From an optimization exercise on the open Yosys and OpenROAD flow, aimed at small area and a short achievable clock period; shortcuts taken in it are not production practice. In this exercise RTL edits were held to simulation tests only and were not proved equivalent to the original. Power figures rest on the tool's default switching activity, not on a simulated workload.

`flow/design.v`:
```
module timer_top(
input        sys_clk    ,
input        sys_rst_n  ,
input        tim_psel   ,
input        tim_pwrite ,
input        tim_penable,
input [11:0] tim_paddr  ,
input [31:0] tim_pwdata ,
input [3:0]  tim_pstrb  ,
input        dbg_mode   ,
output       tim_int    ,
output [31:0] tim_prdata,
output       tim_pready ,
output       tim_pslverr
);
wire [31:0] wd = tim_pwdata;
wire [3:0]  ps = tim_pstrb;
reg pen_q;
always @(posedge sys_clk or negedge sys_rst_n)
    if (!sys_rst_n) pen_q <= 1'b0;
    else            pen_q <= tim_penable;
assign tim_pready = tim_penable & pen_q;
wire wr = tim_psel & tim_penable & tim_pwrite;
reg       a_ok;
reg [2:0] a_idx;
always @(posedge sys_clk) begin
    a_ok  <= (tim_paddr[11:5] == 7'd0) & (tim_paddr[1:0] == 2'd0);
    a_idx <= tim_paddr[4:2];
end
wire s_tcr   = a_ok & (a_idx == 3'd0);
wire s_tdr0  = a_ok & (a_idx == 3'd1);
wire s_tdr1  = a_ok & (a_idx == 3'd2);
wire s_tcmp0 = a_ok & (a_idx == 3'd3);
wire s_tcmp1 = a_ok & (a_idx == 3'd4);
wire s_tier  = a_ok & (a_idx == 3'd5);
wire s_tisr  = a_ok & (a_idx == 3'd6);
wire s_thcsr = a_ok & (a_idx == 3'd7);
reg       timer_en, div_en;
reg [3:0] div_val;
wire w_tcr = wr & s_tcr;
wire err_c = timer_en ? ((ps[0] & (wd[1] != div_en)) |
                         (ps[1] & (wd[11:8] != div_val)))
                      : (ps[1] & wd[11] & (wd[10] | wd[9] | wd[8]));
wire tcr_ok = w_tcr & ~err_c;
wire tcr_l0 = tcr_ok & ps[0];
wire tcr_l1 = tcr_ok & ps[1];
wire clr    = tcr_l0 & timer_en & ~wd[0];
always @(posedge sys_clk or negedge sys_rst_n)
    if (!sys_rst_n) begin
        timer_en <= 1'b0;
        div_en   <= 1'b0;
        div_val  <= 4'd1;
    end else begin
        if (tcr_l0) begin
            timer_en <= wd[0];
            div_en   <= wd[1];
        end
        if (tcr_l1)
            div_val <= wd[11:8];
    end
reg err_q;
always @(posedge sys_clk)
    err_q <= w_tcr & err_c;
assign tim_pslverr = err_q;
reg halt_req, halt_ack;
wire halt = halt_req & dbg_mode;
always @(posedge sys_clk or negedge sys_rst_n)
    if (!sys_rst_n) begin
        halt_req <= 1'b0;
        halt_ack <= 1'b0;
    end else begin
        if (wr & s_thcsr & ps[0]) halt_req <= wd[0];
        halt_ack <= halt;
    end
reg [7:0] pre;
wire [7:0] pre_mask;
genvar gi;
generate for (gi = 0; gi < 8; gi = gi + 1) begin : g_mask
    assign pre_mask[gi] = div_val > gi;
end endgenerate
wire tick = &(pre | ~pre_mask);
always @(posedge sys_clk or negedge sys_rst_n)
    if (!sys_rst_n)              pre <= 8'd0;
    else if (!(timer_en & div_en)) pre <= 8'd0;
    else if (!halt)              pre <= pre + 8'd1;
wire cnt_en = timer_en & ~halt & (~div_en | tick);
reg  [63:0] cnt;
wire ld_lo = wr & s_tdr0;
wire ld_hi = wr & s_tdr1;
wire en_lo = cnt_en & ~ld_lo;
wire en_hi = cnt_en & ~ld_hi;
wire [3:0]  bl_lo = ({4{ld_lo}} & ps) | {4{clr}};
wire [3:0]  bl_hi = ({4{ld_hi}} & ps) | {4{clr}};
wire [31:0] wdx   = wd & {32{~clr}};
wire [64:0] pf;
assign pf[0] = 1'b1;
generate for (gi = 1; gi <= 64; gi = gi + 1) begin : g_pf
    assign pf[gi] = &cnt[gi-1:0];
end endgenerate
wire [63:0] cnt_d;
generate for (gi = 0; gi < 64; gi = gi + 1) begin : g_cnt
    wire bl = (gi < 32) ? bl_lo[(gi % 32) / 8] : bl_hi[(gi % 32) / 8];
    wire en = (gi < 32) ? en_lo : en_hi;
    assign cnt_d[gi] = bl ? wdx[gi % 32] : cnt[gi] ^ (en & pf[gi]);
end endgenerate
always @(posedge sys_clk or negedge sys_rst_n)
    if (!sys_rst_n) cnt <= 64'd0;
    else            cnt <= cnt_d;
reg [31:0] tcmp0, tcmp1;
generate for (gi = 0; gi < 4; gi = gi + 1) begin : g_tcmp
    always @(posedge sys_clk or negedge sys_rst_n)
        if (!sys_rst_n) begin
            tcmp0[gi*8 +: 8] <= 8'hff;
            tcmp1[gi*8 +: 8] <= 8'hff;
        end else begin
            if (wr & s_tcmp0 & ps[gi]) tcmp0[gi*8 +: 8] <= wd[gi*8 +: 8];
            if (wr & s_tcmp1 & ps[gi]) tcmp1[gi*8 +: 8] <= wd[gi*8 +: 8];
        end
end endgenerate
reg int_en, int_st;
wire match = (cnt == {tcmp1, tcmp0});
always @(posedge sys_clk or negedge sys_rst_n)
    if (!sys_rst_n) begin
        int_en <= 1'b0;
        int_st <= 1'b0;
    end else begin
        if (wr & s_tier & ps[0]) int_en <= wd[0];
        if (wr & s_tisr & ps[0] & wd[0] & int_st) int_st <= 1'b0;
        else if (match)                           int_st <= 1'b1;
    end
assign tim_int = int_en & int_st;
assign tim_prdata = ({32{s_tdr0}}  & cnt[31:0])  |
                    ({32{s_tdr1}}  & cnt[63:32]) |
                    ({32{s_tcmp0}} & tcmp0)      |
                    ({32{s_tcmp1}} & tcmp1)      |
                    ({32{s_tcr}}   & {20'd0, div_val, 6'd0, div_en, timer_en}) |
                    ({32{s_tier}}  & {31'd0, int_en}) |
                    ({32{s_tisr}}  & {31'd0, int_st}) |
                    ({32{s_thcsr}} & {30'd0, halt_ack, halt_req});
endmodule
```
`flow/run.sh`:
```
#!/bin/bash
# synth_recipe.tcl (not shown) runs the flow's synth.tcl, then flattens the netlist and writes it again
# the make line also repeats each setting of config.mk as NAME=value (left out here)
make -C /OpenROAD-flow-scripts/flow DESIGN_CONFIG=/design/flow/config.mk WORK_HOME=/design/flow/orfs CLKGATE_MAP_FILE= SYNTH_SCRIPT=/design/flow/synth_recipe.tcl finish
```
`flow/config.mk`:
```
export PLATFORM = sky130hd
export DESIGN_NAME = timer_top
export DESIGN_NICKNAME = timer_top
export VERILOG_FILES = /design/flow/design.v
export SDC_FILE = /design/flow/constraint.sdc
export NUM_CORES = 4
export LEC_CHECK = 0
export CAP_MARGIN = 20
export CORE_MARGIN = 2
export CORE_UTILIZATION = 40
export SLEW_MARGIN = 20
```
`flow/constraint.sdc`:
```
create_clock -name core_clock -period 5.0 [get_ports {sys_clk}]
set_input_delay 1.0000 -clock core_clock [delete_from_list [all_inputs] [get_ports {sys_clk}]]
set_output_delay 1.0000 -clock core_clock [all_outputs]
set_load 0.01 [all_outputs]
```
==> summary.txt, run 1 <==
Run status
  • Status: timing/DRC/antenna clean

Global routing
  • Global route total overflow: 0
  • Initial antenna violation count: 0
  • First-pass GRT wire length: 45710 um
  • Vias in the first global route: 7485
  • Largest net degree at the start of global routing: 75
  • Tot GR Track Use: 24.99%

CTS
  • Postcts setup bufs: 0
  • H-tree depth: 4
  • CTS Buf Count: 17
  • CTS tree: yes
  • CTS root buf: clkbuf_16
  • Clock Sinks: 152
  • Longest Clk Path Bufs: 2
  • Resized Gates After CTS: 0
  • Clock latency on the worst-skew pair: 440 ps
  • CTS Hold Bufs: 0
  • Clock-pin slew on the worst setup and hold paths: 60 ps

Synthesis
  • Synth cell types: 55
  • Largest cells by area after synthesis: dfrtp_1, dfstp_2, mux2_2, xnor2_1, nand2_1
  • Share of the synthesized area in the top cell type: 23.06%
  • Yosys Warn Count: 1
  • EDFF count, synth: 0
  • Mapped Area: 0.008900 mm2
  • Mapped Cells: 947
  • Synth Flop Type: dfrtp_1
  • Cell taking the most area after synthesis: dfrtp_1
  • Syn avg cell area: 9.398 um2
  • Seq/Total Area, Yosys: 43.37%
  • Share of flip-flops with an asynchronous set or reset: 96.71%
  • Syn Nets: 1003
  • Flops & latches, synth: 152

Min path
  • Worst Hold Depth: 2
  • Min-delay worst type: flop to flop
  • Min-Delay Endpoint: pre[7]
  • HP Start: pre[7]

Route
  • Vias per std cell: 5.975
  • WL per Instance: 22.10 um
  • DRC violations left: 0
  • Via Count: 7779
  • Initial DRC count: 945
  • Drt first pass iters: 8
  • Final wirelength: 28780 um
  • ANT nets after route: 0

Critical path
  • Critical path class: flop to output pin
  • R2R Path End: cnt[45]
  • Worst reg2reg path depth: 7
  • Critical Path End Type: output pin
  • CP max FO: 13
  • Worst endpoint data arrival time: 3400 ps
  • Launch point of the worst reg-to-reg path: cnt[1]
  • Worst Setup Start Kind: flop
  • WP data required: 4000 ps
  • Worst reg2reg setup slack: 1630 ps

STA
  • Worst Clk Skew: 9.661 ps
  • Final count of hold timing violations: 0
  • Worst-Margin Slew: 1073 ps
  • Relative max-transition margin: 27.92%
  • Min Tclk post-route: 4405 ps
  • Final setup TNS: 0 ps
  • Fmax: 227.0 MHz
  • Setup-failing EPs final: 0
  • Slew Limit Fails: 0
  • Period utilization: 88.10%
  • RSZ-0062 raised after global routing: false

Final layout
  • Commonest cells after routing, fill and taps aside: nand2_1, clkdlybuf4s50_1, dfrtp_1
  • Ant. Diodes: 0
  • Area Growth Syn to Fin: 19.30%
  • Share of cells above drive strength 1: 18.88%
  • Commonest non-fill, non-tap cell in the layout: nand2_1
  • NumNets Final: 1066
  • Cell area after layout: 0.01062 mm2

Place
  • HPWL after DPL: 20670 um
  • Area after DPL: 0.01004 mm2
  • Routability Congestion: 0.9304
  • Port Buffers: 88

Floorplan
  • Site row count: 54
  • DIE AREA: 0.02346 mm2
  • IO Pins: 89
  • Core area: 0.02182 mm2
  • Die H: 153.2 um
  • Starting density of the core: 40.78%
  • DIE WIDTH: 153.2 um

Flow run
  • Max Cap Violations: 0

Power and ir drop
  • Peak supply drop: 0.0001323 V
  • Lkg Pwr: 4.060 nW
  • PwrDens: 259.0 mW/mm2
worst max-delay path, stage by stage, from the launching register on:
cell and delay (ps):
dfxtp_1 640, inv_1 200, nor2_1 350, and3_1 600
buf_4 320, a22oi_1 90, o21ai_0 170, clkdlybuf4s50_1 600
layout make-up:
| type | count | area [um2] |
|---|---|---|
| Timing Repair Buffer | 99 | 964.7 |
| Sequential cell | 152 | 3860 |
| Clock buffer | 21 | 460.4 |
| Multi-Input combinational cell | 715 | 4768 |
| Fill cell | 2077 | 11210 |
| Clock inverter | 10 | 120.1 |
| Inverter | 25 | 93.84 |
| Tap cell | 280 | 350.3 |
how the worst max path moves through the flow:
stage,end,start,depth (start not counted)
after global placement,tim_prdata[7],a_idx[2],6
after CTS,tim_prdata[9],a_idx[0],7
after detailed placement,tim_prdata[9],a_idx[0],7
after floorplan,cnt[63],tim_pstrb[0],8
final,tim_prdata[10],a_idx[0],7
after global routing,tim_prdata[8],a_idx[0],7
Yosys cell counts (6+ instances only):
| master | n |
|---|---|
| dfrtp_1 | 82 |
| a211oi_1 | 6 |
| inv_1 | 25 |
| nor4_1 | 17 |
| dfstp_2 | 65 |
| xnor2_1 | 80 |
| o21ai_0 | 67 |
| and3_1 | 15 |
| and2_1 | 6 |
| nor2_1 | 34 |
| nand2_1 | 152 |
| nand3_1 | 32 |
| a22oi_1 | 7 |
| nor3_1 | 40 |
| a222oi_1 | 27 |
| nor4b_1 | 8 |
| xor2_1 | 33 |
| a21oi_1 | 20 |
| nor3b_1 | 7 |
| clkbuf_1 | 50 |
| o22ai_1 | 8 |
| nand4_1 | 26 |
| mux2i_1 | 7 |
| mux2_2 | 72 |
kinds of logic (layout without fill, tap and decap cells):
| logic type | count (synthesis) | count (layout) | synth area share, % |
|---|---|---|---|
| AOI/OAI and AO/OA | 156 | 156 | 11.58 |
| xor gates and xnor gates | 113 | 113 | 11.12 |
| adders and majority gates | 2 | 2 | 0.2811 |
| buffers and inverters | 80 | 155 | 3.402 |
| DFF | 152 | 152 | 43.37 |
| muxes | 79 | 79 | 9.897 |
| and+or+nand+nor | 365 | 365 | 20.34 |
power by group:
part	total [W]	internal, W	switching (W)
Combinational	0.000159	0.0000738	0.0000854
Clock	0.00129	0.000761	0.000534
Sequential	0.00130	0.00126	0.0000364
Total	0.00275	0.00209	0.000656
layer usage:
metal	global-route usage, %	up-vias	part of all wire (%)
li1	-	3537	-
met1	36.71	3851	45
met2	37.22	343	45
met3	4.310	48	7.4
met4	8.554	0	2.6
met5	0	-	0
flip-flops by register name, indices dropped and copies added (netlist names):
register  count
timer_en      1
pre           8
halt_ack      1
a_idx         3
tcmp0        32
err_q         1
int_en        1
div_val       4
div_en        1
cnt          64
halt_req      1
pen_q         1
int_st        1
a_ok          1
tcmp1        32
per-stage QoR:
stage | util (%) | instances | setup WS, ps | total power (W) | hold WS [ps]
after global routing | 48.65 | 1302 | 445.4 | 0.002838 | 570.6
after global placement | 45.99 | 1271 | 1215 | 0.001474 | 520.7
after detailed placement | 45.99 | 1271 | 1148 | 0.001474 | 527.2
after floorplan | - | 947 | 2110 | 0.001360 | 493.2
after CTS | 48.65 | 1302 | 679.8 | 0.002764 | 551.0
final | 48.65 | 1302 | 595.2 | 0.002750 | 549.6
==> run 2: changes to the inputs <==
--- a/flow/config.mk
+++ b/flow/config.mk
@@ -9,3 +9,4 @@
 export CORE_MARGIN = 2
 export CORE_UTILIZATION = 40
+export SETUP_SLACK_MARGIN = 2.6
 export SLEW_MARGIN = 20
==> run 2 against run 1 <==
- still clean
- cell area grew 15%
- critical path type unchanged
- non-clock buffer count rose by 110
- register-to-register slack better by 800 ps
- clock power hardly changed
- final cell count up 8.8%
- combinational power rose by 21%
==> summary.txt, run 2 <==
Run status
  • Status: timing/DRC/antenna clean (unchanged)

Synthesis
  • Seq/Total Area, Yosys: 43.37% (unchanged)
  • Synth cell types: 55 (unchanged)
  • Flops & latches, synth: 152 (unchanged)
  • Synth Flop Type: dfrtp_1 (unchanged)
  • Most common cell in the netlist: nand2_1 (unchanged)
  • EDFF count, synth: 0 (unchanged)
  • Largest cells by area after synthesis: dfrtp_1, dfstp_2, mux2_2, xnor2_1, nand2_1 (unchanged)
  • Post-synth top cells: nand2_1, dfrtp_1, xnor2_1 (unchanged)
  • Cell taking the most area after synthesis: dfrtp_1 (unchanged)
  • Share of flip-flops with an asynchronous set or reset: 96.71% (unchanged)
  • Mapped Area: 0.008900 mm2 (unchanged)
  • Mapped Cells: 947 (unchanged)
  • Yosys Warn Count: 1 (unchanged)
  • Syn avg cell area: 9.398 um2 (unchanged)
  • Share of the synthesized area in the top cell type: 23.06% (unchanged)
  • Syn Nets: 1003 (unchanged)

Floorplan
  • DIE AREA: 0.02346 mm2 (unchanged)
  • Die H: 153.2 um (unchanged)
  • Starting density of the core: 40.78% (unchanged)
  • Site row count: 54 (unchanged)
  • IO Pins: 89 (unchanged)
  • DIE WIDTH: 153.2 um (unchanged)
  • Core area: 0.02182 mm2 (unchanged)

Critical path
  • Launch point of the worst reg-to-reg path: cnt[33] (was cnt[1])
  • Worst reg2reg setup slack: 2430 ps (was 1630 ps)
  • Worst path max stage delay: 400 ps (was 640 ps)
  • CP max FO: 9 (was 13)
  • WP data required: 4000 ps (about the same)
  • Worst endpoint data arrival time: 2090 ps (was 3400 ps)
  • Worst Setup Start Kind: flop (unchanged)
  • Worst reg2reg path depth: 8 (was 7)
  • Critical path class: flop to output pin (unchanged)
  • CP Cell Sequence: buf_6, nor2_4, and3_4, buf_12, buf_8, a222oi_1, nand2_1, buf_2 (was inv_1, nor2_1, and3_1, buf_4, a22oi_1, o21ai_0, clkdlybuf4s50_1)
  • Crit-path slowest cell: dfxtp_4 (was dfxtp_1)
  • Worst Setup SP: a_idx[2] (was a_idx[0])
  • Critical Path End Type: output pin (unchanged)
  • R2R Path End: cnt[63] (was cnt[45])

Route
  • Via Count: 8714 (was 7779)
  • Drt first pass iters: 7 (was 8)
  • Vias per std cell: 6.154 (was 5.975)
  • Final wirelength: 32850 um (was 28780 um)
  • Top sig layer: met4 (unchanged)
  • Met3 Wirelength: 3112 um (was 2127 um)
  • Initial DRC count: 1082 (was 945)
  • DRC violations left: 0 (unchanged)
  • Post-Route M1 WL: 13470 um (was 13070 um)
  • ANT nets after route: 0 (unchanged)
  • WL per Instance: 23.20 um (was 22.10 um)
  • Metal2 WL: 14650 um (was 12820 um)

Final layout
  • Fillers: 1902 (was 2077)
  • Ant. Diodes: 0 (unchanged)
  • Largest register FFs: 64 (unchanged)
  • Top Registers: cnt x64, tcmp0 x32, tcmp1 x32 (unchanged)
  • Share of cells above drive strength 1: 40.14% (was 18.88%)
  • Commonest non-fill, non-tap cell in the layout: nand2_1 (unchanged)
  • Commonest cells after routing, fill and taps aside: nand2_1, buf_4, xnor2_1 (was nand2_1, clkdlybuf4s50_1, dfrtp_1)
  • Area Growth Syn to Fin: 36.79% (was 19.30%)
  • Biggest register: cnt (unchanged)
  • NumNets Final: 1179 (was 1066)

Flow run
  • Max Cap Violations: 0 (unchanged)

Power and ir drop
  • Net Switching: 0.0006727 W (was 0.0006557 W)
  • Sw frac: 24.17% (was 23.84%)
  • Seq pwr share: 46.5% (was 47.1%)
  • PwrDens: 228.6 mW/mm2 (was 259.0 mW/mm2)
  • Peak supply drop: 0.0001728 V (was 0.0001323 V)
  • Clk pwr share: 46.6% (was 47.1%)
  • Cell-internal power: 0.002111 W (was 0.002095 W)
  • Lkg Pwr: 4.980 nW (was 4.060 nW)
  • Gate power share: 6.9% (was 5.8%)

STA
  • Final setup TNS: 0 ps (unchanged)
  • Min Tclk post-route: 3093 ps (was 4405 ps)
  • Period utilization: 61.86% (was 88.10%)
  • Fmax: 323.3 MHz (was 227.0 MHz)
  • Worst-Margin Slew: 926.0 ps (was 1073 ps)
  • Relative max-transition margin: 38.04% (was 27.92%)
  • Slew Limit Fails: 0 (unchanged)
  • Setup-failing EPs final: 0 (unchanged)
  • Final count of hold timing violations: 0 (unchanged)
  • Worst Clk Skew: 10.62 ps (was 9.661 ps)
  • Hold Worst Slack: 539.7 ps (was 549.6 ps)
  • RSZ-0062 raised after global routing: true (was false)

CTS
  • CTS tree: yes (unchanged)
  • H-tree depth: 4 (unchanged)
  • Clock Sinks: 152 (unchanged)
  • Longest Clk Path Bufs: 2 (unchanged)
  • CTS Buf Count: 17 (unchanged)
  • Clock latency on the worst-skew pair: 440 ps (about the same)
  • Clock-pin slew on the worst setup and hold paths: 70 ps (was 60 ps)
  • CTS root buf: clkbuf_16 (unchanged)

Global routing
  • Initial antenna violation count: 0 (unchanged)
  • Vias in the first global route: 8388 (was 7485)
  • Tot GR Track Use: 27.51% (was 24.99%)
  • First-pass GRT wire length: 49690 um (was 45710 um)
  • Largest net degree at the start of global routing: 67 (was 75)
  • Global route total overflow: 0 (unchanged)

Place
  • Port Buffers: 88 (unchanged)
  • Routability Congestion: 0.9106 (was 0.9304)
  • HPWL after DPL: 20980 um (was 20670 um)

Min path
  • Min-delay worst type: input pin to asynchronous set/reset pin (was flop to flop)
[run 2: how the worst max path moves through the flow]
| stage | end | cells after the start |
|---|---|---|
| floorplan | cnt[11] | 8 |
| global placement | tim_prdata[10] | 6 |
| detailed placement | tim_prdata[10] | 6 |
| CTS | tim_prdata[17] | 8 |
| global route | tim_prdata[15] | 8 |
| finish | tim_prdata[13] | 8 |
[run 2: cell type report]
type                    instances  area (um2)  share of cell area (%)
clock inverters                11       123.9                   1.017
multi-input cells             718        5380                   44.19
clock buffers                  21       460.4                   3.782
well taps                     280       350.3                   2.878
inverters                      25       97.59                  0.8016
repair buffers                209        1856                   15.24
flip-flops and latches        152        3906                   32.09
[run 2: worst max-delay path, delay by kind of cell (launching register included)]
family | cells | cell delay, ps
flip-flops | 1 | 400
AND/OR/NAND/NOR | 3 | 400
AO/OA/AOI/OAI | 1 | 280
buffers and inverters | 4 | 560
[run 2: what timing repair did]
item                                    CTS  global route
endpoints found under the setup margin  169            88
pin swaps                                74            47
hold buffers                              0             0
buffers inserted                         73            30
gates resized for setup                 291            73
gates cloned                              8             1
[run 2: power by group through the flow]
stage                     logic [W]  clock network, W  registers, W
final                      0.000193           0.00130       0.00129
after global routing       0.000207           0.00137       0.00130
after CTS                  0.000183           0.00131       0.00129
after detailed placement   0.000160                 0       0.00132
after global placement     0.000161                 0       0.00132
after floorplan           0.0000632                 0       0.00130
[run 2: cells by family (layout without fill, tap and decap cells)]
family                     count (synthesis)  after routing  synth area share, %
AOI/OAI and AO/OA                        156            157                11.58
xor gates and xnor gates                 113            113                11.12
adders and majority gates                  2              2               0.2811
buffers and inverters                     80            266                3.402
DFF                                      152            152                43.37
muxes                                     79             79                9.897
and+or+nand+nor                          365            367                20.34
[run 2: per-layer routing]
metal,global-route usage (%),vias to the layer above
met4,13.01,0
met3,5.812,129
li1,-,3799
met1,37.56,4250
met5,0,-
met2,41.82,536
[run 2: per-stage QoR]
stage / setup WS (ps) / utilization [%] / cells / power [W] / instance area, um2
3_3_place_gp: 1185 / 46.42 / 1272 / 0.001476 / 10130
3_5_place_dp: 1183 / 46.42 / 1272 / 0.001476 / 10130
6_report: 1907 / 55.78 / 1416 / 0.002783 / 12170
2_1_floorplan: 2369 / - / 947 / 0.001362 / 9077
4_1_cts: 1966 / 53.47 / 1385 / 0.002787 / 11670
5_1_grt: 1880 / 55.78 / 1416 / 0.002871 / 12170
==> run 3: changes to the inputs <==
--- a/flow/design.v
+++ b/flow/design.v
@@ -22,10 +22,6 @@
 assign tim_pready = tim_penable & pen_q;
 wire wr = tim_psel & tim_penable & tim_pwrite;
-reg       a_ok;
-reg [2:0] a_idx;
-always @(posedge sys_clk) begin
-    a_ok  <= (tim_paddr[11:5] == 7'd0) & (tim_paddr[1:0] == 2'd0);
-    a_idx <= tim_paddr[4:2];
-end
+wire a_ok = (tim_paddr[11:5] == 7'd0) & (tim_paddr[1:0] == 2'd0);
+wire [2:0] a_idx = tim_paddr[4:2];
 wire s_tcr   = a_ok & (a_idx == 3'd0);
 wire s_tdr0  = a_ok & (a_idx == 3'd1);
@@ -36,4 +32,15 @@
 wire s_tisr  = a_ok & (a_idx == 3'd6);
 wire s_thcsr = a_ok & (a_idx == 3'd7);
+reg r_tcr, r_tdr0, r_tdr1, r_tcmp0, r_tcmp1, r_tier, r_tisr, r_thcsr;
+always @(posedge sys_clk) begin
+    r_tcr   <= s_tcr;
+    r_tdr0  <= s_tdr0;
+    r_tdr1  <= s_tdr1;
+    r_tcmp0 <= s_tcmp0;
+    r_tcmp1 <= s_tcmp1;
+    r_tier  <= s_tier;
+    r_tisr  <= s_tisr;
+    r_thcsr <= s_thcsr;
+end
 reg       timer_en, div_en;
 reg [3:0] div_val;
@@ -130,11 +137,11 @@
     end
 assign tim_int = int_en & int_st;
-assign tim_prdata = ({32{s_tdr0}}  & cnt[31:0])  |
-                    ({32{s_tdr1}}  & cnt[63:32]) |
-                    ({32{s_tcmp0}} & tcmp0)      |
-                    ({32{s_tcmp1}} & tcmp1)      |
-                    ({32{s_tcr}}   & {20'd0, div_val, 6'd0, div_en, timer_en}) |
-                    ({32{s_tier}}  & {31'd0, int_en}) |
-                    ({32{s_tisr}}  & {31'd0, int_st}) |
-                    ({32{s_thcsr}} & {30'd0, halt_ack, halt_req});
+assign tim_prdata = ({32{r_tdr0}}  & cnt[31:0])  |
+                    ({32{r_tdr1}}  & cnt[63:32]) |
+                    ({32{r_tcmp0}} & tcmp0)      |
+                    ({32{r_tcmp1}} & tcmp1)      |
+                    ({32{r_tcr}}   & {20'd0, div_val, 6'd0, div_en, timer_en}) |
+                    ({32{r_tier}}  & {31'd0, int_en}) |
+                    ({32{r_tisr}}  & {31'd0, int_st}) |
+                    ({32{r_thcsr}} & {30'd0, halt_ack, halt_req});
 endmodule
==> flow/flow/run.sh (new file) <==
#!/bin/bash
# The standard layout, except that buffer_ports gives each port a
# sky130_fd_sc_hd__buf_1 (repair_timing resizes it where timing needs more)
# instead of the delay cell it picks by itself.
set -euo pipefail
cd "$(dirname "$0")/.."
export BUFFER_PORTS_ARGS="-buffer_cell sky130_fd_sc_hd__buf_1"
bash standard.sh "BUFFER_PORTS_ARGS=$BUFFER_PORTS_ARGS" finish > make_finish.log 2>&1
==> flow/standard.sh (new file) <==
#!/bin/bash
# synth_recipe.tcl (not shown) runs the flow's synth.tcl, then flattens the netlist and writes it again
# the make line also repeats each setting of config.mk as NAME=value (left out here)
make -C /OpenROAD-flow-scripts/flow DESIGN_CONFIG=/design/flow/config.mk WORK_HOME=/design/flow/orfs CLKGATE_MAP_FILE= SYNTH_SCRIPT=/design/flow/synth_recipe.tcl "${@:-finish}"
removed: flow/run.sh
==> run 3 against run 2 <==
- die area up 1.5%
- combinational power down 47%
- total power down 0.16%
- via count down 4.3%
- worst setup slack better by 540 ps
- largest power group unchanged
==> summary.txt, run 3 <==
CTS
  • CTS tree: yes (unchanged)
  • Clock Sinks: 156 (was 152)
  • CTS Hold Bufs: 0 (unchanged)
  • H-tree depth: 4 (unchanged)
  • CTS Buf Count: 17 (unchanged)
  • Clock-pin slew on the worst setup and hold paths: 70 ps (about the same)
  • Longest Clk Path Bufs: 2 (unchanged)
  • CTS root buf: clkbuf_16 (unchanged)
  • Clock latency on the worst-skew pair: 440 ps (about the same)

Critical path
  • WP data required: 4000 ps (about the same)
  • Critical Path End Type: output pin (unchanged)
  • Worst endpoint data arrival time: 1550 ps (was 2090 ps)
  • Count of buffer and inverter cells on the critical path: 2 (was 4)
  • CP Cell Sequence: buf_6, a222oi_1, nand2_1, buf_2 (was buf_6, nor2_4, and3_4, buf_12, buf_8, a222oi_1, nand2_1, buf_2)
  • Crit-path slowest cell: dfxtp_4 (unchanged)
  • Worst Setup Start Kind: flop (unchanged)
  • Critical path class: flop to output pin (unchanged)
  • CP max FO: 5 (was 9)
  • Top delay family on crit path: flip-flops (was buffers and inverters)
  • Worst path max stage delay: 380 ps (was 400 ps)

Route
  • Drt first pass iters: 7 (unchanged)
  • ANT nets after route: 0 (unchanged)
  • Final wirelength: 32800 um (was 32850 um)
  • Initial DRC count: 803 (was 1082)
  • Vias per std cell: 6.067 (was 6.154)
  • DRC violations left: 0 (unchanged)
  • WL per Instance: 23.85 um (was 23.20 um)
  • Via Count: 8342 (was 8714)

STA
  • Worst Clk Skew: 11.81 ps (was 10.62 ps)
  • Worst-Margin Slew: 785.4 ps (was 926.0 ps)
  • Slew Limit Fails: 0 (unchanged)
  • Fmax: 391.5 MHz (was 323.3 MHz)
  • RSZ-0062 raised after global routing: true (unchanged)
  • Hold Worst Slack: 546.8 ps (was 539.7 ps)
  • Period utilization: 51.09% (was 61.86%)
  • Final count of hold timing violations: 0 (unchanged)
  • Final setup TNS: 0 ps (unchanged)
  • Relative max-transition margin: 47.64% (was 38.04%)
  • Min Tclk post-route: 2555 ps (was 3093 ps)
  • Setup-failing EPs final: 0 (unchanged)

Final layout
  • Area Growth Syn to Fin: 36.36% (was 36.79%)
  • Largest register FFs: 64 (unchanged)
  • NumNets Final: 1133 (was 1179)
  • Top Registers: cnt x64, tcmp0 x32, tcmp1 x32 (unchanged)
  • Ant. Diodes: 0 (unchanged)
  • Commonest cells after routing, fill and taps aside: nand2_1, xnor2_1, dfstp_2 (was nand2_1, buf_4, xnor2_1)
  • Biggest register: cnt (unchanged)
  • Commonest non-fill, non-tap cell in the layout: nand2_1 (unchanged)
  • Share of cells above drive strength 1: 43.12% (was 40.14%)

Synthesis
  • Syn avg cell area: 9.838 um2 (was 9.398 um2)
  • Post-synth top cells: nand2_1, dfrtp_1, xnor2_1 (unchanged)
  • Yosys Warn Count: 1 (unchanged)
  • Mapped Area: 0.009041 mm2 (was 0.008900 mm2)
  • Synth Flop Type: dfrtp_1 (unchanged)
  • Share of flip-flops with an asynchronous set or reset: 94.23% (was 96.71%)
  • Seq/Total Area, Yosys: 43.58% (was 43.37%)
  • EDFF count, synth: 0 (unchanged)
  • Most common cell in the netlist: nand2_1 (unchanged)
  • Largest cells by area after synthesis: dfrtp_1, dfstp_2, mux2_2, xnor2_1, nand2_1 (unchanged)
  • Cell taking the most area after synthesis: dfrtp_1 (unchanged)
  • Mapped Cells: 919 (was 947)
  • Flops & latches, synth: 156 (was 152)
  • Syn Nets: 975 (was 1003)
  • Share of the synthesized area in the top cell type: 22.70% (was 23.06%)
  • Synth cell types: 55 (unchanged)

Place
  • HPWL after DPL: 20010 um (was 20980 um)
  • Port Buffers: 88 (unchanged)
  • Routability Congestion: 0.8649 (was 0.9106)

Global routing
  • Largest net degree at the start of global routing: 55 (was 67)
  • Tot GR Track Use: 27.19% (was 27.51%)
  • Global route total overflow: 0 (unchanged)
  • First-pass GRT wire length: 48870 um (was 49690 um)
  • Initial antenna violation count: 0 (unchanged)
  • Vias in the first global route: 7907 (was 8388)

Power and ir drop
  • PwrDens: 225.4 mW/mm2 (was 228.6 mW/mm2)
  • Peak supply drop: 0.0001615 V (was 0.0001728 V)
  • Lkg Pwr: 5.092 nW (was 4.980 nW)

Flow run
  • Max Cap Violations: 0 (unchanged)

Run status
  • Status: timing/DRC/antenna clean (unchanged)

Min path
  • Min-delay worst type: flop to flop (was input pin to asynchronous set/reset pin)

Floorplan
  • Core area: 0.02243 mm2 (was 0.02182 mm2)
  • Die H: 154.3 um (was 153.2 um)
  • Site row count: 55 (was 54)
  • DIE AREA: 0.02382 mm2 (was 0.02346 mm2)
  • Starting density of the core: 40.30% (was 40.78%)
  • IO Pins: 89 (unchanged)
  • DIE WIDTH: 154.3 um (was 153.2 um)
## run 3: stage by stage
| step | util [%] | total power (W) | instance area [um2] | cells | setup WS, ps |
|---|---|---|---|---|---|
| after floorplan | - | 0.001308 | 9672 | 919 | 2156 |
| after global placement | 44.94 | 0.001374 | 10080 | 1254 | 1609 |
| after detailed placement | 44.99 | 0.001375 | 10090 | 1255 | 1543 |
| after CTS | 52.34 | 0.002781 | 11740 | 1338 | 2448 |
| after global routing | 54.95 | 0.002853 | 12330 | 1375 | 2342 |
| final | 54.95 | 0.002779 | 12330 | 1375 | 2445 |
## run 3: kinds of logic after synthesis
kind of cell | count (synthesis) | share of synthesized area [%]
flip-flops | 156 | 43.58
AO/OA/AOI/OAI | 164 | 11.78
XOR/XNOR | 131 | 12.69
multiplexers | 70 | 8.719
buffers and inverters | 55 | 2.823
AND/OR/NAND/NOR | 341 | 20.14
adder cells (fa/ha/maj) | 2 | 0.2767
## run 3: worst paths after layout
path,slack [ps],cells past startpoint,end,startpoint
worst min register to register,550,2,int_en,int_en
min in group asynchronous,670,1,cnt[29],sys_rst_n
max in group asynchronous,3290,2,cnt[34],sys_rst_n
worst max-delay path,2450,4,tim_prdata[9],r_tdr0
worst max register to register,2620,8,cnt[21],cnt[5]
worst min-delay path,550,2,int_en,int_en
## run 3: final cells by class
cell class                      instances  area, um2
Fill cell                            1956      10110
Multi-Input combinational cell        714       5881
Sequential cell                       156       3986
Timing Repair Buffer                  177       1435
Clock buffer                           21      461.7
Tap cell                              285      356.6
Clock inverter                         11      166.4
Inverter                               11      41.29
## run 3: layer usage
layer  track usage [%]  part of all wire (%)
met3             5.744                   9.3
met5                 0                     0
met4             12.08                   3.8
met2             42.05                    46
met1             36.92                    41
## run 3: worst min-delay path, stage by stage, from the launching register on
cell,delay [ps]
dfrtp_1,360
o21ai_0,90
o31ai_1,60
## run 3: power breakdown
part	internal (W)	switching [W]
clock network	0.000864	0.000547
logic	0.0000285	0.0000740
registers	0.00126	0.00000196
total	0.00216	0.000623
## run 3: what timing repair did
action / in CTS / in global routing
endpoints found under the setup margin: 152 / 149
buffers inserted: 46 / 35
pin swaps: 32 / 44
gates cloned: 5 / 2
gates resized for setup: 124 / 90
==> run 4: changes to the inputs <==
--- a/flow/config.mk
+++ b/flow/config.mk
@@ -9,4 +9,5 @@
 export CORE_MARGIN = 2
 export CORE_UTILIZATION = 40
+export CTS_BUF_LIST = sky130_fd_sc_hd__clkbuf_8
 export SETUP_SLACK_MARGIN = 2.6
 export SLEW_MARGIN = 20
==> run 4 against run 3 <==
- worst setup slack got worse by 95 ps
- combinational power fell by 8%
- global-route usage fell by 0.56 points
- sequential share of layout area rose by 1.2 points
- via count fell by 0.94%
- largest cell class unchanged
- synthesized cell count did not move
- area after synthesis did not move
- total power fell by 12%
- non-clock buffer count did not move
- clock skew rose by 4.7 ps
- first-iteration DRC count fell by 4.2%
- register-to-register slack got worse by 20 ps
- largest power group is now sequential cells
==> summary.txt, run 4 <==
Synthesis
  • Mapped Cells: 919 (unchanged)
  • Most common cell in the netlist: nand2_1 (unchanged)
  • Main combinational cell family by area after synthesis: simple AND/OR/NAND/NOR gates (unchanged)
  • Post-synthesis xor/xnor area fraction: 12.69% (unchanged)
  • Synth Flop Type: dfrtp_1 (unchanged)
  • Seq/Total Area, Yosys: 43.58% (unchanged)
  • Syn Nets: 975 (unchanged)
  • Share of flip-flops with an asynchronous set or reset: 94.23% (unchanged)
  • Mapped Area: 0.009041 mm2 (unchanged)
  • Complex-gate fraction of the synthesized area: 11.78% (unchanged)
  • Syn avg cell area: 9.838 um2 (unchanged)
  • Mux contribution to synthesized area: 8.719% (unchanged)
  • Yosys Warn Count: 1 (unchanged)
  • Synthesized-area fraction occupied by adder cells: 0.2768% (unchanged)
  • Flops & latches, synth: 156 (unchanged)
  • Cell taking the most area after synthesis: dfrtp_1 (unchanged)
  • Largest cells by area after synthesis: dfrtp_1, dfstp_2, mux2_2, xnor2_1, nand2_1 (unchanged)
  • Share of the synthesized area in the top cell type: 22.70% (unchanged)
  • Synth cell types: 55 (unchanged)
  • Post-Synth Simple-Gate Area: 20.14% (unchanged)
  • EDFF count, synth: 0 (unchanged)
  • Post-synth top cells: nand2_1, dfrtp_1, xnor2_1 (unchanged)

Min path
  • Worst Hold Depth: 2 (unchanged)
  • Min-delay worst type: flop to flop (unchanged)
  • HP Start: int_en (unchanged)
  • Min-Delay Endpoint: int_en (unchanged)

Final layout
  • NumNets Final: 1134 (was 1133)
  • Area Growth Syn to Fin: 31.59% (was 36.36%)
  • Biggest register: cnt (unchanged)
  • Commonest non-fill, non-tap cell in the layout: nand2_1 (unchanged)
  • Non-filler cells, final: 1376 (was 1375)
  • Ant. Diodes: 0 (unchanged)
  • Commonest cells after routing, fill and taps aside: nand2_1, xnor2_1, buf_1 (was nand2_1, xnor2_1, dfstp_2)
  • Final Util: 53.03% (was 54.95%)
  • Largest register FFs: 64 (unchanged)
  • Share of cells above drive strength 1: 37.86% (was 43.12%)
  • Top Registers: cnt x64, tcmp0 x32, tcmp1 x32 (unchanged)

Global routing
  • Vias in the first global route: 7819 (was 7907)
  • Tot GR Track Use: 26.62% (was 27.19%)
  • Initial antenna violation count: 2 (was 0)
  • First-pass GRT wire length: 47730 um (was 48870 um)
  • Global route total overflow: 0 (unchanged)
  • Largest net degree at the start of global routing: 55 (unchanged)

Route
  • Met3 Wirelength: 2856 um (was 3036 um)
  • ANT nets after route: 0 (unchanged)
  • Vias per std cell: 6.006 (was 6.067)
  • Drt first pass iters: 6 (was 7)
  • Via Count: 8264 (was 8342)
  • DRC violations left: 0 (unchanged)
  • Final wirelength: 32190 um (was 32800 um)
  • Post-Route M1 WL: 13500 um (was 13410 um)
  • WL per Instance: 23.40 um (was 23.85 um)
  • Top sig layer: met5 (was met4)
  • Metal2 WL: 14650 um (was 15120 um)
  • Initial DRC count: 769 (was 803)

Floorplan
  • DIE WIDTH: 154.3 um (unchanged)
  • DIE AREA: 0.02382 mm2 (unchanged)
  • Site row count: 55 (unchanged)
  • Die H: 154.3 um (unchanged)
  • IO Pins: 89 (unchanged)
  • Starting density of the core: 40.30% (unchanged)
  • Core area: 0.02243 mm2 (unchanged)

STA
  • Slew Limit Fails: 0 (unchanged)
  • Worst-Margin Slew: 801.8 ps (was 785.4 ps)
  • RSZ-0062 raised after global routing: true (unchanged)
  • Worst Clk Skew: 16.50 ps (was 11.81 ps)
  • Final count of hold timing violations: 0 (unchanged)
  • Hold Worst Slack: 547.2 ps (was 546.8 ps)
  • Final setup TNS: 0 ps (unchanged)
  • Setup-failing EPs final: 0 (unchanged)
  • Fmax: 377.4 MHz (was 391.5 MHz)
  • Relative max-transition margin: 46.55% (was 47.64%)
  • Min Tclk post-route: 2649 ps (was 2555 ps)
  • Period utilization: 52.99% (was 51.09%)

Place
  • Routability Congestion: 0.8649 (unchanged)
  • Placed cells: 1255 (unchanged)
  • HPWL after DPL: 20010 um (unchanged)
  • Port Buffers: 88 (unchanged)

Critical path
  • Critical Path End Type: output pin (unchanged)
  • R2R Path End: cnt[2] (was cnt[21])
  • Worst endpoint data arrival time: 1650 ps (was 1550 ps)
  • Critical path class: flop to output pin (unchanged)
  • Worst Setup Start Kind: flop (unchanged)
  • WP data required: 4000 ps (about the same)
  • Worst reg2reg path depth: 9 (was 8)
  • Worst reg2reg setup slack: 2600 ps (was 2620 ps)
  • CP max FO: 9 (was 5)
  • Launch point of the worst reg-to-reg path: div_val[2] (was cnt[5])

Flow run
  • Max Cap Violations: 0 (unchanged)

CTS
  • Longest Clk Path Bufs: 2 (unchanged)
  • Clock latency on the worst-skew pair: 470 ps (was 440 ps)
  • CTS tree: yes (unchanged)
  • CTS root buf: clkbuf_8 (was clkbuf_16)
  • H-tree depth: 4 (unchanged)
  • Clock Sinks: 156 (unchanged)
  • Clock-pin slew on the worst setup and hold paths: 90 ps (was 70 ps)
  • CTS Hold Bufs: 0 (unchanged)
  • CTS Buf Count: 17 (unchanged)

Power and ir drop
  • Peak supply drop: 0.0001602 V (was 0.0001615 V)
  • PwrDens: 206.0 mW/mm2 (was 225.4 mW/mm2)
  • Lkg Pwr: 4.861 nW (was 5.092 nW)
  • Final Power: 0.002451 W (was 0.002779 W)

Run status
  • Status: timing/DRC/antenna clean (unchanged)
==> run 4: timing repair <==
action                                  CTS  global route
setup buffers                            41            40
endpoints found under the setup margin  144           148
gates cloned                              6             2
pin swaps                                20            37
resized for setup                        61            85
==> run 4: area by class of cell <==
type | count | area (um2)
Tap cell | 285 | 356.6
Multi-Input combinational cell | 715 | 5749
Clock inverter | 15 | 207.7
Sequential cell | 156 | 3988
Timing Repair Buffer | 177 | 1321
Inverter | 11 | 41.29
Clock buffer | 17 | 234.0
Fill cell | 1994 | 10540
==> run 4: cell families (layout without fill, tap and decap cells) <==
family                   Yosys count  count (layout)
adder cells (fa/ha/maj)            2               2
flip-flops                       156             156
multiplexers                      70              70
XOR/XNOR                         131             131
AND/OR/NAND/NOR                  341             342
AO/OA/AOI/OAI                    164             170
buffers and inverters             55             220
==> run 4: power breakdown <==
part           internal [W]  switching [W]
combinational     0.0000238      0.0000714
sequential          0.00126     0.00000173
clock              0.000586       0.000506
==> run 4: worst max-delay path by stage <==
stage	start	endpoint	slack [ps]
5_1_grt	cnt[10]	tim_prdata[10]	2330
3_3_place_gp	dbg_mode	cnt[2]	1610
6_report	r_tdr0	tim_prdata[8]	2350
4_1_cts	div_val[2]	tim_prdata[10]	2420
3_5_place_dp	tim_pwdata[9]	cnt[59]	1540
2_1_floorplan	tim_paddr[3]	cnt[63]	2160
==> run 4: worst max-delay path, cell delays in order (launching register included) <==
cell,delay (ps)
dfxtp_4,430
a222oi_1,430
nand2_1,170
buf_1,160
==> run 4: through the flow <==
stage	area, um2	setup WS [ps]
CTS	11320	2415
global route	11900	2327
finish	11900	2351
global placement	10080	1609
detailed placement	10090	1543
floorplan	9672	2156
==> run 4: per-layer routing <==
layer  global-route usage, %  up-vias
met5                       0        -
met4                   10.98        2
met3                   6.556       82
met2                   41.26      385
met1                   35.83     4133
li1                        -     3662
==> run 5: changes to the inputs <==
==> flow/flow/run.sh (replaced) <==
#!/bin/bash
# The standard layout, except that buffer_ports gives each port a
# sky130_fd_sc_hd__buf_1 (repair_timing resizes it where timing needs more)
# instead of the delay cell it picks by itself, and the clock tree is built
# from clkbuf_8 without dummy loads.
set -euo pipefail
cd "$(dirname "$0")/.."
export BUFFER_PORTS_ARGS="-buffer_cell sky130_fd_sc_hd__buf_1"
export CTS_ARGS="-sink_clustering_enable -repair_clock_nets -buf_list sky130_fd_sc_hd__clkbuf_8 -dont_use_dummy_load"
bash standard.sh "BUFFER_PORTS_ARGS=$BUFFER_PORTS_ARGS" "CTS_ARGS=$CTS_ARGS" finish > make_finish.log 2>&1
--- a/flow/config.mk
+++ b/flow/config.mk
@@ -9,5 +9,4 @@
 export CORE_MARGIN = 2
 export CORE_UTILIZATION = 40
-export CTS_BUF_LIST = sky130_fd_sc_hd__clkbuf_8
-export SETUP_SLACK_MARGIN = 2.6
+export SETUP_SLACK_MARGIN = 2.3
 export SLEW_MARGIN = 20
==> run 5 against run 4 <==
- final cell count shrank 6.5%
- critical path depth grew 8
- core utilization down 7.5 points
- still clean on timing, DRC and antenna
- routed wire length shrank 9.1%
- global-route usage fell by 2.9 points
- clock power is 33% lower
- synthesized cell count unchanged
==> summary.txt, run 5 <==
Synthesis
  • Largest cells by area after synthesis: dfrtp_1, dfstp_2, mux2_2, xnor2_1, nand2_1 (unchanged)
  • Syn avg cell area: 9.838 um2 (unchanged)
  • Synthesized-area fraction occupied by adder cells: 0.2768% (unchanged)
  • Main combinational cell family by area after synthesis: simple AND/OR/NAND/NOR gates (unchanged)
  • Mapped Area: 0.009041 mm2 (unchanged)
  • Mux contribution to synthesized area: 8.719% (unchanged)
  • Post-Synth Simple-Gate Area: 20.14% (unchanged)
  • Synth Flop Type: dfrtp_1 (unchanged)
  • Syn Nets: 975 (unchanged)
  • Post-synthesis xor/xnor area fraction: 12.69% (unchanged)
  • Yosys Warn Count: 1 (unchanged)
  • EDFF count, synth: 0 (unchanged)
  • Post-synth top cells: nand2_1, dfrtp_1, xnor2_1 (unchanged)
  • Cell taking the most area after synthesis: dfrtp_1 (unchanged)
  • Complex-gate fraction of the synthesized area: 11.78% (unchanged)
  • Share of flip-flops with an asynchronous set or reset: 94.23% (unchanged)
  • Share of the synthesized area in the top cell type: 22.70% (unchanged)
  • Mapped Cells: 919 (unchanged)
  • Flops & latches, synth: 156 (unchanged)
  • Synth cell types: 55 (unchanged)
  • Seq/Total Area, Yosys: 43.58% (unchanged)
  • Most common cell in the netlist: nand2_1 (unchanged)

Flow run
  • Max Cap Violations: 0 (unchanged)

Place
  • Placed cells: 1254 (was 1255)
  • Routability Congestion: 0.8837 (was 0.8649)
  • HPWL after DPL: 19440 um (was 20010 um)
  • Port Buffers: 88 (unchanged)

Critical path
  • Launch point of the worst reg-to-reg path: div_val[0] (was div_val[2])
  • WP data required: 5350 ps (was 4000 ps)
  • Worst Setup SP: dbg_mode (was r_tdr0)
  • R2R Path End: cnt[1] (was cnt[2])
  • Critical path class: input pin to flop (was flop to output pin)
  • Worst Setup Start Kind: input pin (was flop)
  • CP max FO: 20 (was 9)
  • Worst reg2reg path depth: 10 (was 9)
  • Worst endpoint data arrival time: 3010 ps (was 1650 ps)
  • Critical Path End Type: flop (was output pin)
  • Critical path endpoint: cnt[1] (was tim_prdata[8])
  • Worst reg2reg setup slack: 2420 ps (was 2600 ps)

Final layout
  • Share of cells above drive strength 1: 21.68% (was 37.86%)
  • Commonest cells after routing, fill and taps aside: nand2_1, buf_1, dfrtp_1 (was nand2_1, xnor2_1, buf_1)
  • Top Registers: cnt x64, tcmp0 x32, tcmp1 x32 (unchanged)
  • Final Util: 45.52% (was 53.03%)
  • NumNets Final: 1059 (was 1134)
  • Non-filler cells, final: 1287 (was 1376)
  • Commonest non-fill, non-tap cell in the layout: nand2_1 (unchanged)
  • Area Growth Syn to Fin: 12.94% (was 31.59%)
  • Biggest register: cnt (unchanged)
  • Fillers: 2169 (was 1994)
  • Largest register FFs: 64 (unchanged)

Route
  • Vias per std cell: 5.876 (was 6.006)
  • Final wirelength: 29260 um (was 32190 um)
  • ANT nets after route: 0 (unchanged)
  • DRC violations left: 0 (unchanged)
  • WL per Instance: 22.73 um (was 23.40 um)
  • Initial DRC count: 691 (was 769)
  • Drt first pass iters: 7 (was 6)
  • Via Count: 7563 (was 8264)

CTS
  • CTS tree: yes (unchanged)
  • Longest Clk Path Bufs: 2 (unchanged)
  • CTS Buf Count: 17 (unchanged)
  • Clock latency on the worst-skew pair: 480 ps (was 470 ps)
  • Clock Sinks: 156 (unchanged)
  • CTS root buf: clkbuf_8 (unchanged)
  • H-tree depth: 4 (unchanged)
  • Clock-pin slew on the worst setup and hold paths: 80 ps (was 90 ps)

Global routing
  • Initial antenna violation count: 1 (was 2)
  • Vias in the first global route: 7310 (was 7819)
  • Global route total overflow: 0 (unchanged)
  • Tot GR Track Use: 23.75% (was 26.62%)
  • First-pass GRT wire length: 43350 um (was 47730 um)
  • Largest net degree at the start of global routing: 70 (was 55)

Floorplan
  • IO Pins: 89 (unchanged)
  • Core area: 0.02243 mm2 (unchanged)
  • DIE AREA: 0.02382 mm2 (unchanged)
  • Site row count: 55 (unchanged)
  • Starting density of the core: 40.30% (unchanged)
  • Die H: 154.3 um (unchanged)
  • DIE WIDTH: 154.3 um (unchanged)

STA
  • Slew Limit Fails: 0 (unchanged)
  • Final setup TNS: 0 ps (unchanged)
  • Setup-failing EPs final: 0 (unchanged)
  • Relative max-transition margin: 35.24% (was 46.55%)
  • Final count of hold timing violations: 0 (unchanged)
  • RSZ-0062 raised after global routing: true (unchanged)
  • Min Tclk post-route: 2666 ps (was 2649 ps)
  • Worst-Margin Slew: 971.4 ps (was 801.8 ps)
  • Period utilization: 53.32% (was 52.99%)
  • Worst Clk Skew: 41.90 ps (was 16.50 ps)
  • Fmax: 375.1 MHz (was 377.4 MHz)

Min path
  • Min-delay worst type: flop to flop (unchanged)

Power and ir drop
  • Lkg Pwr: 4.134 nW (was 4.861 nW)
  • Peak supply drop: 0.0001170 V (was 0.0001602 V)
  • PwrDens: 203.5 mW/mm2 (was 206.0 mW/mm2)

Run status
  • Status: timing/DRC/antenna clean (unchanged)
==> run 5: through the flow <==
step | area, um2 | total power [W] | worst slack, ps | hold slack (ps)
floorplan | 9149 | 0.001307 | 2156 | 487.6
global placement | 9681 | 0.001373 | 1532 | 520.6
detailed placement | 9681 | 0.001373 | 1458 | 524.2
CTS | 9998 | 0.002093 | 2156 | 531.7
global route | 10210 | 0.002155 | 2251 | 560.0
finish | 10210 | 0.002078 | 2334 | 538.2
==> run 5: worst min path at each step <==
stage | startpoint | depth (start not counted) | endpoint | slack (ps)
floorplan | int_en | 2 | int_en | 490
global placement | int_en | 2 | int_en | 520
detailed placement | tcmp1[5] | 2 | tcmp1[5] | 520
CTS | tcmp1[5] | 2 | tcmp1[5] | 530
global route | tcmp1[5] | 2 | tcmp1[5] | 560
finish | tcmp1[5] | 2 | tcmp1[5] | 540
==> run 5: kinds of logic after synthesis <==
family / count (synthesis)
adders and majority gates: 2
buffers and inverters: 55
xor gates and xnor gates: 131
muxes: 70
and+or+nand+nor: 341
DFF: 156
AOI/OAI and AO/OA: 164
==> run 5: power by group <==
| group | internal, W | switching, W |
|---|---|---|
| Combinational | 0.0000194 | 0.0000649 |
| Sequential | 0.00126 | 0.00000177 |
| Clock | 0.000300 | 0.000429 |
==> run 5: area by class of cell <==
cell class                      instances  area (um2)  area share, %
Antenna cell                            1       2.502        0.02451
Multi-Input combinational cell        709        5039          49.34
Timing Repair Buffer                  108       583.1          5.710
Clock buffer                           17       234.0          2.291
Sequential cell                       156        3955          38.73
Inverter                               11       41.29         0.4044
Tap cell                              285       356.6          3.492
==> run 5: routing by layer <==
| metal | part of all wire [%] | track usage (%) | up-vias |
|---|---|---|---|
| met5 | 0 | 0 | - |
| met4 | 2.1 | 7.011 | 0 |
| met3 | 7.4 | 4.651 | 43 |
| met2 | 47 | 36.86 | 308 |
| met1 | 44 | 33.79 | 3740 |
| li1 | - | - | 3472 |
==> run 5: what timing repair did <==
action | in CTS | in global routing
setup buffers | 4 | 10
setup endpoints to repair | 96 | 53
pin swaps | 2 | 2
gates cloned | 0 | 1
hold buffers | 0 | 0
resized for setup | 11 | 12
==> run 5: worst max-delay path, cell delays in order <==
cell      delay (ps)
buf_1             80
nand2_2          150
o211ai_1         110
or4_4            520
o22a_4           360
nor2_2           220
ha_1             190
xnor2_1          120
nand2_1           70
o21ai_0          100
nor2_1            70
==> run 6: changes to the inputs <==
--- a/flow/config.mk
+++ b/flow/config.mk
@@ -9,4 +9,4 @@
 export CORE_MARGIN = 2
 export CORE_UTILIZATION = 40
-export SETUP_SLACK_MARGIN = 2.3
+export SETUP_SLACK_MARGIN = 2.0
 export SLEW_MARGIN = 20
==> run 6 against run 5 <==
- non-clock buffer count down 13
- core utilization down 1.5 points
- flip-flop and latch count unchanged
- area after synthesis unchanged
- first-iteration DRC count down 0.14%
- critical path depth down 8
- critical path type is now flop to output pin
- register-to-register slack worse by 170 ps
- routed wire length down 6.2%
- largest cell class unchanged
- combinational power down 4.6%
- sequential power about the same
- fmax down 9.5%
- clock power down 0.5%
==> summary.txt, run 6 <==
Critical path
  • CP max FO: 32 (was 20)
  • Launch point of the worst reg-to-reg path: halt_req (was div_val[0])
  • Critical Path End Type: output pin (was flop)
  • Worst reg2reg path depth: 10 (unchanged)
  • R2R Path End: cnt[1] (unchanged)
  • Worst endpoint data arrival time: 1950 ps (was 3010 ps)
  • Worst Setup Start Kind: flop (was input pin)
  • WP data required: 4000 ps (was 5350 ps)
  • Worst reg2reg setup slack: 2250 ps (was 2420 ps)
  • Critical path class: flop to output pin (was input pin to flop)

Route
  • WL per Instance: 21.57 um (was 22.73 um)
  • Final wirelength: 27440 um (was 29260 um)
  • Initial DRC count: 690 (was 691)
  • Drt first pass iters: 7 (unchanged)
  • Vias per std cell: 5.825 (was 5.876)
  • ANT nets after route: 0 (unchanged)
  • DRC violations left: 0 (unchanged)
  • Via Count: 7409 (was 7563)

Place
  • Port Buffers: 88 (unchanged)
  • Routability Congestion: 0.8859 (was 0.8837)
  • HPWL after DPL: 19240 um (was 19440 um)
  • Post-Place Worst Slack: 1453 ps (was 1458 ps)

Floorplan
  • DIE AREA: 0.02382 mm2 (unchanged)
  • Site row count: 55 (unchanged)
  • Starting density of the core: 40.30% (unchanged)
  • Die H: 154.3 um (unchanged)
  • Core area: 0.02243 mm2 (unchanged)
  • IO Pins: 89 (unchanged)
  • DIE WIDTH: 154.3 um (unchanged)

Final layout
  • Top Registers: cnt x64, tcmp0 x32, tcmp1 x32 (unchanged)
  • Ant. Diodes: 0 (was 1)
  • Commonest non-fill, non-tap cell in the layout: nand2_1 (unchanged)
  • Largest register FFs: 64 (unchanged)
  • Share of cells above drive strength 1: 19.05% (was 21.68%)
  • Biggest register: cnt (unchanged)
  • NumNets Final: 1045 (was 1059)
  • Final Util: 44.01% (was 45.52%)
  • Area Growth Syn to Fin: 9.203% (was 12.94%)
  • Fillers: 2238 (was 2169)
  • Commonest cells after routing, fill and taps aside: nand2_1, buf_1, dfrtp_1 (unchanged)

Global routing
  • Largest net degree at the start of global routing: 113 (was 70)
  • Global route total overflow: 0 (unchanged)
  • First-pass GRT wire length: 42480 um (was 43350 um)
  • Initial antenna violation count: 0 (was 1)
  • Vias in the first global route: 7180 (was 7310)
  • Tot GR Track Use: 23.22% (was 23.75%)

Min path
  • Min-delay worst type: input pin to asynchronous set/reset pin (was flop to flop)

CTS
  • Clock-pin slew on the worst setup and hold paths: 90 ps (was 80 ps)
  • Clock Sinks: 156 (unchanged)
  • CTS root buf: clkbuf_8 (unchanged)
  • CTS tree: yes (unchanged)
  • CTS Buf Count: 17 (unchanged)
  • Longest Clk Path Bufs: 2 (unchanged)
  • H-tree depth: 4 (unchanged)
  • CTS Hold Bufs: 0 (unchanged)
  • Clock latency on the worst-skew pair: 460 ps (was 480 ps)

Synthesis
  • Post-synth top cells: nand2_1, dfrtp_1, xnor2_1 (unchanged)
  • Syn avg cell area: 9.838 um2 (unchanged)
  • Largest cells by area after synthesis: dfrtp_1, dfstp_2, mux2_2, xnor2_1, nand2_1 (unchanged)
  • Share of the synthesized area in the top cell type: 22.70% (unchanged)
  • Synth cell types: 55 (unchanged)
  • Most common cell in the netlist: nand2_1 (unchanged)
  • Yosys Warn Count: 1 (unchanged)
  • Flops & latches, synth: 156 (unchanged)
  • Mapped Cells: 919 (unchanged)
  • EDFF count, synth: 0 (unchanged)
  • Synth Flop Type: dfrtp_1 (unchanged)
  • Syn Nets: 975 (unchanged)
  • Seq/Total Area, Yosys: 43.58% (unchanged)
  • Cell taking the most area after synthesis: dfrtp_1 (unchanged)
  • Share of flip-flops with an asynchronous set or reset: 94.23% (unchanged)
  • Mapped Area: 0.009041 mm2 (unchanged)

Power and ir drop
  • Final Power: 0.002070 W (was 0.002078 W)
  • Lkg Pwr: 3.993 nW (was 4.134 nW)
  • Peak supply drop: 0.0001121 V (was 0.0001170 V)
  • PwrDens: 209.7 mW/mm2 (was 203.5 mW/mm2)

STA
  • Min Tclk post-route: 2947 ps (was 2666 ps)
  • Relative max-transition margin: 41.13% (was 35.24%)
  • Final setup TNS: 0 ps (unchanged)
  • Period utilization: 58.95% (was 53.32%)
  • Setup-failing EPs final: 0 (unchanged)
  • PnR worst setup slack: 2053 ps (was 2334 ps)
  • Fmax: 339.3 MHz (was 375.1 MHz)
  • RSZ-0062 raised after global routing: true (unchanged)
  • Worst-Margin Slew: 883.0 ps (was 971.4 ps)
  • Slew Limit Fails: 0 (unchanged)
  • Worst Clk Skew: 35.42 ps (was 41.90 ps)
  • Final count of hold timing violations: 0 (unchanged)

Flow run
  • Max Cap Violations: 0 (unchanged)

Run status
  • Status: timing/DRC/antenna clean (unchanged)
[run 6: worst max path at each step]
stage                  from  slack [ps]       endpoint
6_report             r_tdr1        2050  tim_prdata[8]
5_1_grt            dbg_mode        1930         cnt[1]
4_1_cts        tim_paddr[6]        2010        cnt[52]
3_5_place_dp       dbg_mode        1450         cnt[1]
3_3_place_gp       dbg_mode        1530         cnt[1]
2_1_floorplan  tim_paddr[6]        2050         cnt[1]
[run 6: area by class of cell]
class,instances,area [um2],share of cell area (%)
clock buffers,17,234.0,2.370
repair buffers,95,400.4,4.055
well taps,285,356.6,3.612
flip-flops and latches,156,3953,40.03
multi-input cells,708,4888,49.51
inverters,11,41.29,0.4182
[run 6: repair_timing]
item,in CTS,in global routing
endpoints found under the setup margin,41,37
setup buffers,2,0
resized for setup,3,7
pin swaps,0,0
[run 6: stage by stage]
step,hold WS (ps),instances,cell area [um2]
floorplan,490.9,919,9041
global placement,516.9,1253,9582
detailed placement,524.8,1253,9582
CTS,533.2,1272,9851
global route,555.5,1272,9873
finish,536.7,1272,9873
[run 6: where the power goes]
| group | switching, W | internal, W | total (W) |
|---|---|---|---|
| logic | 0.0000622 | 0.0000182 | 0.0000804 |
| clock network | 0.000425 | 0.000300 | 0.000725 |
| registers | 0.00000185 | 0.00126 | 0.00126 |
| total | 0.000489 | 0.00158 | 0.00207 |
[run 6: kinds of logic after synthesis]
kind of cell,share of synthesized area (%)
multiplexers,8.719
buffers and inverters,2.823
flip-flops,43.58
XOR/XNOR,12.69
adder cells (fa/ha/maj),0.2767
AND/OR/NAND/NOR,20.14
AO/OA/AOI/OAI,11.78
[run 6: worst max-delay path, stage by stage, from the launching register on]
cell and delay, ps:
dfxtp_2 920, a22oi_1 250, nand2_1 150, buf_1 160
[run 6: per-layer routing]
metal,up-vias,GRT usage (%),wire (um)
li1,3421,-,-
met1,3708,32.90,12400
met2,240,36.02,12570
met3,40,4.063,1693
met4,0,8.069,774
met5,-,0,0
==> run 7: changes to the inputs <==
--- a/flow/config.mk
+++ b/flow/config.mk
@@ -8,5 +8,5 @@
 export CAP_MARGIN = 20
 export CORE_MARGIN = 2
-export CORE_UTILIZATION = 40
-export SETUP_SLACK_MARGIN = 2.0
+export CORE_UTILIZATION = 65
+export SETUP_SLACK_MARGIN = 2.3
 export SLEW_MARGIN = 20
==> run 7 against run 6 <==
- still clean
- total power is 0.24% lower
- sequential power about the same
- via count rose by 8.6%
- count of clock-buffer cells in the layout is the same
- clock skew shrank 4.1 ps
- first-iteration DRC count up 53%
- final cell count down 7.4%
- sequential share of layout area is 0.44 points lower
- critical path depth rose by 8
==> summary.txt, run 7 <==
Final layout
  • Ant. Diodes: 0 (unchanged)
  • Commonest cells after routing, fill and taps aside: nand2_1, buf_1, dfrtp_1 (unchanged)
  • Fillers: 1046 (was 2238)
  • Largest register FFs: 64 (unchanged)
  • Biggest register: cnt (unchanged)
  • NumNets Final: 1056 (was 1045)
  • Commonest non-fill, non-tap cell in the layout: nand2_1 (unchanged)
  • Area Growth Syn to Fin: 10.42% (was 9.203%)
  • Share of cells above drive strength 1: 21.44% (was 19.05%)
  • Top Registers: cnt x64, tcmp0 x32, tcmp1 x32 (unchanged)

STA
  • RSZ-0062 raised after global routing: true (unchanged)
  • Worst-Margin Slew: 982.1 ps (was 883.0 ps)
  • Slew Limit Fails: 0 (unchanged)
  • Fmax: 369.4 MHz (was 339.3 MHz)
  • Worst Clk Skew: 31.35 ps (was 35.42 ps)
  • Setup-failing EPs final: 0 (unchanged)
  • Final count of hold timing violations: 0 (unchanged)

Critical path
  • Worst endpoint data arrival time: 3030 ps (was 1950 ps)
  • Critical path class: input pin to flop (was flop to output pin)
  • Launch point of the worst reg-to-reg path: div_val[1] (was halt_req)
  • Critical path endpoint: cnt[1] (was tim_prdata[8])
  • Count of buffer and inverter cells on the critical path: 1 (unchanged)
  • Worst path max stage delay: 500 ps (was 920 ps)
  • Worst reg2reg setup slack: 2350 ps (was 2250 ps)
  • Worst Setup Start Kind: input pin (was flop)
  • Critical Path End Type: flop (was output pin)
  • WP data required: 5330 ps (was 4000 ps)
  • R2R Path End: cnt[1] (unchanged)
  • CP Cell Sequence: buf_1, nand2_2, o211ai_1, or4_4, o22a_4, nor2_1, ha_1, xnor2_1, nand2_1, o21ai_0, nor2_1 (was a22oi_1, nand2_1, buf_1)
  • Crit-path slowest cell: or4_4 (was dfxtp_2)
  • Top delay family on crit path: simple AND/OR/NAND/NOR gates (was flip-flops)
  • Most frequent CP cell: nor2_1

Min path
  • Worst Hold Depth: 2
  • Min-delay worst type: flop to flop (was input pin to asynchronous set/reset pin)

Synthesis
  • Share of the synthesized area in the top cell type: 22.70% (unchanged)
  • Seq/Total Area, Yosys: 43.58% (unchanged)
  • Largest cells by area after synthesis: dfrtp_1, dfstp_2, mux2_2, xnor2_1, nand2_1 (unchanged)
  • Mapped Area: 0.009041 mm2 (unchanged)
  • Synth cell types: 55 (unchanged)
  • Mapped Cells: 919 (unchanged)
  • Share of flip-flops with an asynchronous set or reset: 94.23% (unchanged)
  • Syn Nets: 975 (unchanged)
  • Flops & latches, synth: 156 (unchanged)
  • EDFF count, synth: 0 (unchanged)

Power and ir drop
  • Net Switching: 0.0004838 W (was 0.0004889 W)
  • Lkg Pwr: 4.074 nW (was 3.993 nW)
  • Cell-internal power: 0.001582 W (was 0.001581 W)
  • Gate power share: 4.0% (was 3.9%)

Route
  • Vias per std cell: 6.829 (was 5.825)
  • Via Count: 8045 (was 7409)
  • Drt first pass iters: 8 (was 7)
  • DRC violations left: 0 (unchanged)
  • Final wirelength: 28380 um (was 27440 um)

Global routing
  • Global route total overflow: 0 (unchanged)
  • Tot GR Track Use: 39.08% (was 23.22%)
  • Initial antenna violation count: 0 (unchanged)
  • Vias in the first global route: 7762 (was 7180)

Floorplan
  • Starting density of the core: 65.90% (was 40.30%)
  • DIE AREA: 0.01487 mm2 (was 0.02382 mm2)
  • Site row count: 43 (was 55)
  • IO Pins: 89 (unchanged)
  • Die H: 121.9 um (was 154.3 um)
  • Core area: 0.01372 mm2 (was 0.02243 mm2)

Place
  • Post-Place Worst Slack: 1470 ps (was 1453 ps)
  • HPWL after DPL: 18950 um (was 19240 um)

CTS
  • CTS root buf: clkbuf_8 (unchanged)
  • Clock-pin slew on the worst setup and hold paths: 80 ps (was 90 ps)
  • H-tree depth: 4 (unchanged)
  • CTS Buf Count: 17 (unchanged)
  • Clock latency on the worst-skew pair: 470 ps (was 460 ps)

Run status
  • Status: timing/DRC/antenna clean (unchanged)
## run 7: metal layers
layer | up-vias | global-route usage [%] | share of wire [%]
met4 | 0 | 15.16 | 3.2
met2 | 508 | 60.37 | 47
met5 | - | 0 | 0
li1 | 3455 | - | -
met3 | 82 | 9.082 | 10
met1 | 4000 | 53.78 | 40
## run 7: logic make-up after synthesis
logic type | count (synthesis) | synth area share, %
AO/OA/AOI/OAI | 164 | 11.78
adder cells (fa/ha/maj) | 2 | 0.2767
buffers and inverters | 55 | 2.823
AND/OR/NAND/NOR | 341 | 20.14
flip-flops | 156 | 43.58
XOR/XNOR | 131 | 12.69
multiplexers | 70 | 8.719
## run 7: power groups by stage
stage / combinational (W) / clock [W] / sequential [W]
CTS: 0.0000821 / 0.000719 / 0.00126
global placement: 0.0000784 / 0 / 0.00129
detailed placement: 0.0000811 / 0 / 0.00129
floorplan: 0.0000185 / 0 / 0.00129
global route: 0.0000911 / 0.000761 / 0.00126
finish: 0.0000829 / 0.000718 / 0.00126
## run 7: metrics by stage
step | power [W] | utilization (%) | cells | hold WS, ps | cell area [um2]
5_1_grt | 0.002117 | 72.77 | 1178 | 583.4 | 9983
4_1_cts | 0.002065 | 72.07 | 1172 | 544.7 | 9888
2_1_floorplan | 0.001307 | - | 919 | 487.6 | 9149
3_3_place_gp | 0.001367 | 69.63 | 1151 | 510.6 | 9553
3_5_place_dp | 0.001370 | 69.63 | 1151 | 532.3 | 9553
6_report | 0.002065 | 72.77 | 1178 | 548.9 | 9983
## run 7: timing repair
action | CTS | global route
endpoints found under the setup margin | 120 | 65
endpoints found under the hold margin | 0 | 0
resized for setup | 19 | 11
pin swaps | 1 | 3
cloned | 2 | 0
setup buffers | 2 | 6
## run 7: area by class of cell
type,count,area [um2],share of cell area [%]
Inverter,11,41.29,0.4136
Sequential cell,156,3953,39.59
Clock buffer,17,234.0,2.344
Tap cell,180,225.2,2.256
Timing Repair Buffer,104,508.0,5.088
Multi-Input combinational cell,710,5022,50.31
## run 7: worst min path at each step
| stage | from | to | slack, ps |
|---|---|---|---|
| after global placement | int_en | int_en | 510 |
| after detailed placement | int_en | int_en | 530 |
| after global routing | int_en | int_en | 580 |
| after CTS | tcmp1[5] | tcmp1[5] | 540 |
| after floorplan | int_en | int_en | 490 |
| final | tcmp1[5] | tcmp1[5] | 550 |
## run 7: worst register-to-register path: stages (launching register included)
cell and delay (ps):
dfrtp_1 480, nor2_1 210, nor3b_1 80, or4_4 580
o22a_4 330, nor2_1 270, ha_1 220, xnor2_1 130
nand2_1 70, o21ai_0 100, nor2_1 60

port drivers added, routing unchanged:
The results above use ideal ports. As a check the final layouts listed here were re-extracted and re-timed, cells and wires unchanged. Step 1: set_driving_cell puts a clkbuf_16 on sys_clk and a buf_2 on each other input, an assumption about the parent block. Step 2 also shifts input and output timing later by t, the mid clock arrival at the registers, as if the neighbouring blocks saw the same clock. Slacks: ideal ports / drivers / drivers and shift; pairs: ideal ports / drivers.
run | t, ns | setup WS [ns]
run 1 | 0.479 | 0.595 / 0.551 / 1.030
run 2 | 0.482 | 1.907 / 1.857 / 2.061
run 3 | 0.476 | 2.445 / 2.399 / 2.125
run 4 | 0.505 | 2.351 / 2.307 / 2.110
run 5 | 0.497 | 2.334 / 2.301 / 1.854
run 6 | 0.493 | 2.053 / 2.005 / 1.630
run 7 | 0.494 | 2.293 / 2.306 / 1.817
After both steps setup and hold are still met in every run listed.
